What follows belongs to an exercise in optimizing a design on an open flow for small area; a production flow would make more cautious choices.
Function was checked by simulation only, so behaviour that the tests miss may differ from the original.
No activity file was given, so power comes from the tool's default toggle rates.

==> job 1459 <==
==> flow/design.v (excerpt) <==
module pxconv(
    input clk,
    input rst,
	input [15:0] axi_to_pxconv_data,
	input axi_to_pxconv_valid,
	input pixel_ack,
	output reg pxconv_to_axi_ready_to_rd,
	output [11:0] pxconv_to_axi_mst_length,
	output [3:0] pxconv_to_bram_we,
	output [31:0] pxconv_to_bram_data,
	output reg pxconv_to_bram_wr_en,
	output [31:0] pxconv_to_bram_addr,
	output busy,
	output reg wnd_in_bram
    );
==> flow/config.mk <==
export PLATFORM = sky130hd
export DESIGN_NAME = pxconv
export DESIGN_NICKNAME = pxconv
export VERILOG_FILES = /design/flow/design.v
export SDC_FILE = /design/flow/constraint.sdc
export NUM_CORES = 4
export LEC_CHECK = 0
export ABC_AREA = 1
export CAP_MARGIN = 20
export CORE_MARGIN = 2
export CORE_UTILIZATION = 40
export SLEW_MARGIN = 20
==> flow/constraint.sdc <==
create_clock -name core_clock -period 10.0 [get_ports {clk}]
set_input_delay 2.0000 -clock core_clock [delete_from_list [all_inputs] [get_ports {clk}]]
set_output_delay 2.0000 -clock core_clock [all_outputs]
set_load 0.01 [all_outputs]
standard.sh (not shown) runs the stock make flow with config.mk's settings and CLKGATE_MAP_FILE= SYNTH_SCRIPT=/design/flow/synth_recipe.tcl, a recipe that flattens the netlist after the stock synthesis.
==> flow/flow/run.sh <==
#!/bin/bash
# The standard layout, with three changes to how it is built:
#  - after the standard synthesis, the combinational logic between the registers is mapped
#    again by ABC with a stronger area script (the registers, ports, tie cells and port
#    buffers of the standard synthesis are kept as they are, with their names);
#  - the constant outputs share the synthesis's single tie-high and tie-low cells instead of
#    getting one tie cell each;
#  - the port buffers are the smallest buffer, buf_1.
# Each tool's output goes to a log of its own in this folder.
set -euo pipefail
export SKIP_REPAIR_TIE_FANOUT=1
export BUFFER_PORTS_ARGS="-buffer_cell sky130_fd_sc_hd__buf_1"
DEEPSYN_T=${DEEPSYN_T:-60}

bash standard.sh synth > standard_synth.log 2>&1

RES=orfs/results/${FLOW_PLATFORM}/pxconv/base
LIB=${FLOW_HOME}/platforms/${FLOW_PLATFORM}/lib/sky130_fd_sc_hd__tt_025C_1v80.lib
cp $RES/1_2_yosys.v standard_1_2_yosys.v

# cells kept as they are: registers, tie cells and the buffers synthesis put on the ports
keep=$(grep -oE 'sky130_fd_sc_hd__(df|conb|buf_4)[a-z0-9_]*' standard_1_2_yosys.v | sort -u)
dont_use=$(grep -oE 'cell \("sky130_fd_sc_hd__(lpflow_|probe)[a-z0-9_]*' $LIB | sed 's/cell ("//' | sort -u)
{
  echo "read_liberty -ignore_miss_func $LIB"
  echo "read_verilog standard_1_2_yosys.v"
  echo "hierarchy -top $FLOW_TOP"
  for c in $keep; do echo "setattr -mod -set blackbox 1 $c"; done
  echo "flatten"
  echo "hierarchy -top $FLOW_TOP"
  echo "opt_clean -purge"
  echo "stat -liberty $LIB"
  printf 'abc -liberty %s' "$LIB"
  for c in $dont_use; do printf ' -dont_use %s' "$c"; done
  echo " -script +strash;&get,-n;&deepsyn,-T,${DEEPSYN_T};&put;dch,-f;amap;topo"
  echo "opt_clean -purge"
  echo "rename -enumerate -pattern _r%_"
  echo "stat -liberty $LIB"
  echo "write_verilog -noattr -noexpr -nohex -nodec resynth.v"
} > resynth.ys
yosys -s resynth.ys > resynth.log 2>&1

cp resynth.v $RES/1_2_yosys.v
touch $RES/1_2_yosys.v
bash standard.sh > standard.log 2>&1
==> job 6412: changes against job 1459 <==
--- a/flow/flow/run.sh
+++ b/flow/flow/run.sh
@@ -12,2 +12,3 @@
 export BUFFER_PORTS_ARGS="-buffer_cell sky130_fd_sc_hd__buf_1"
+export CTS_ARGS="-sink_clustering_enable -repair_clock_nets -dont_use_dummy_load -buf_list sky130_fd_sc_hd__clkbuf_8 -root_buf sky130_fd_sc_hd__clkbuf_8 -sink_clustering_size 60 -sink_clustering_max_diameter 500"
 DEEPSYN_T=${DEEPSYN_T:-60}
==> job 8190: changes against job 1459 <==
--- a/flow/flow/run.sh
+++ b/flow/flow/run.sh
@@ -12,2 +12,3 @@
 export BUFFER_PORTS_ARGS="-buffer_cell sky130_fd_sc_hd__buf_1"
+export CTS_ARGS="-sink_clustering_enable -repair_clock_nets -dont_use_dummy_load -buf_list sky130_fd_sc_hd__clkbuf_16 -root_buf sky130_fd_sc_hd__clkbuf_16 -sink_clustering_size 60 -sink_clustering_max_diameter 500 -sink_buffer_max_cap_derate 1.0"
 DEEPSYN_T=${DEEPSYN_T:-60}
==> notes.md <==
In register-to-register slack, job 8190 and job 6412 hardly differ.
In die area, job 8190 and job 6412 do not differ.
In critical path depth, job 8190 and job 6412 do not differ.
Worst hold slack: job 1459 > job 6412 > job 8190.
Clock power: job 6412 < job 1459 < job 8190.
Combinational power is about the same in job 6412 and job 8190.

==> what the ideal ports hide <==
The results above use ideal ports. As a check the final layouts listed here were re-extracted and re-timed, cells and wires unchanged. Step 1: set_driving_cell puts a clkbuf_16 on clk and a buf_2 on each other input, an assumption about the parent block. Step 2, shift: input delay + t, output delay - t, t = (earliest + latest rising clock arrival at the registers) / 2. This alone moves slack from input paths to output paths. Three values: no drivers, after step 1, after step 2; two values: the first two.
run | t (ns) | setup slack, ns | worst data-port slew with drivers (ns) | cell pins on the clock port's net
job 1459 | 0.328 | 4.035 / 4.041 / 3.713 | 0.03 | 1
job 6412 | 0.321 | 4.034 / 4.040 / 3.720 | 0.03 | 1
job 8190 | 0.309 | 4.012 / 4.021 / 3.712 | 0.03 | 1
After both steps setup and hold are still met in every run listed. The setup slack of job 1459, which loses most, moves by +0.006 ns with the drivers and by -0.322 ns with both steps.
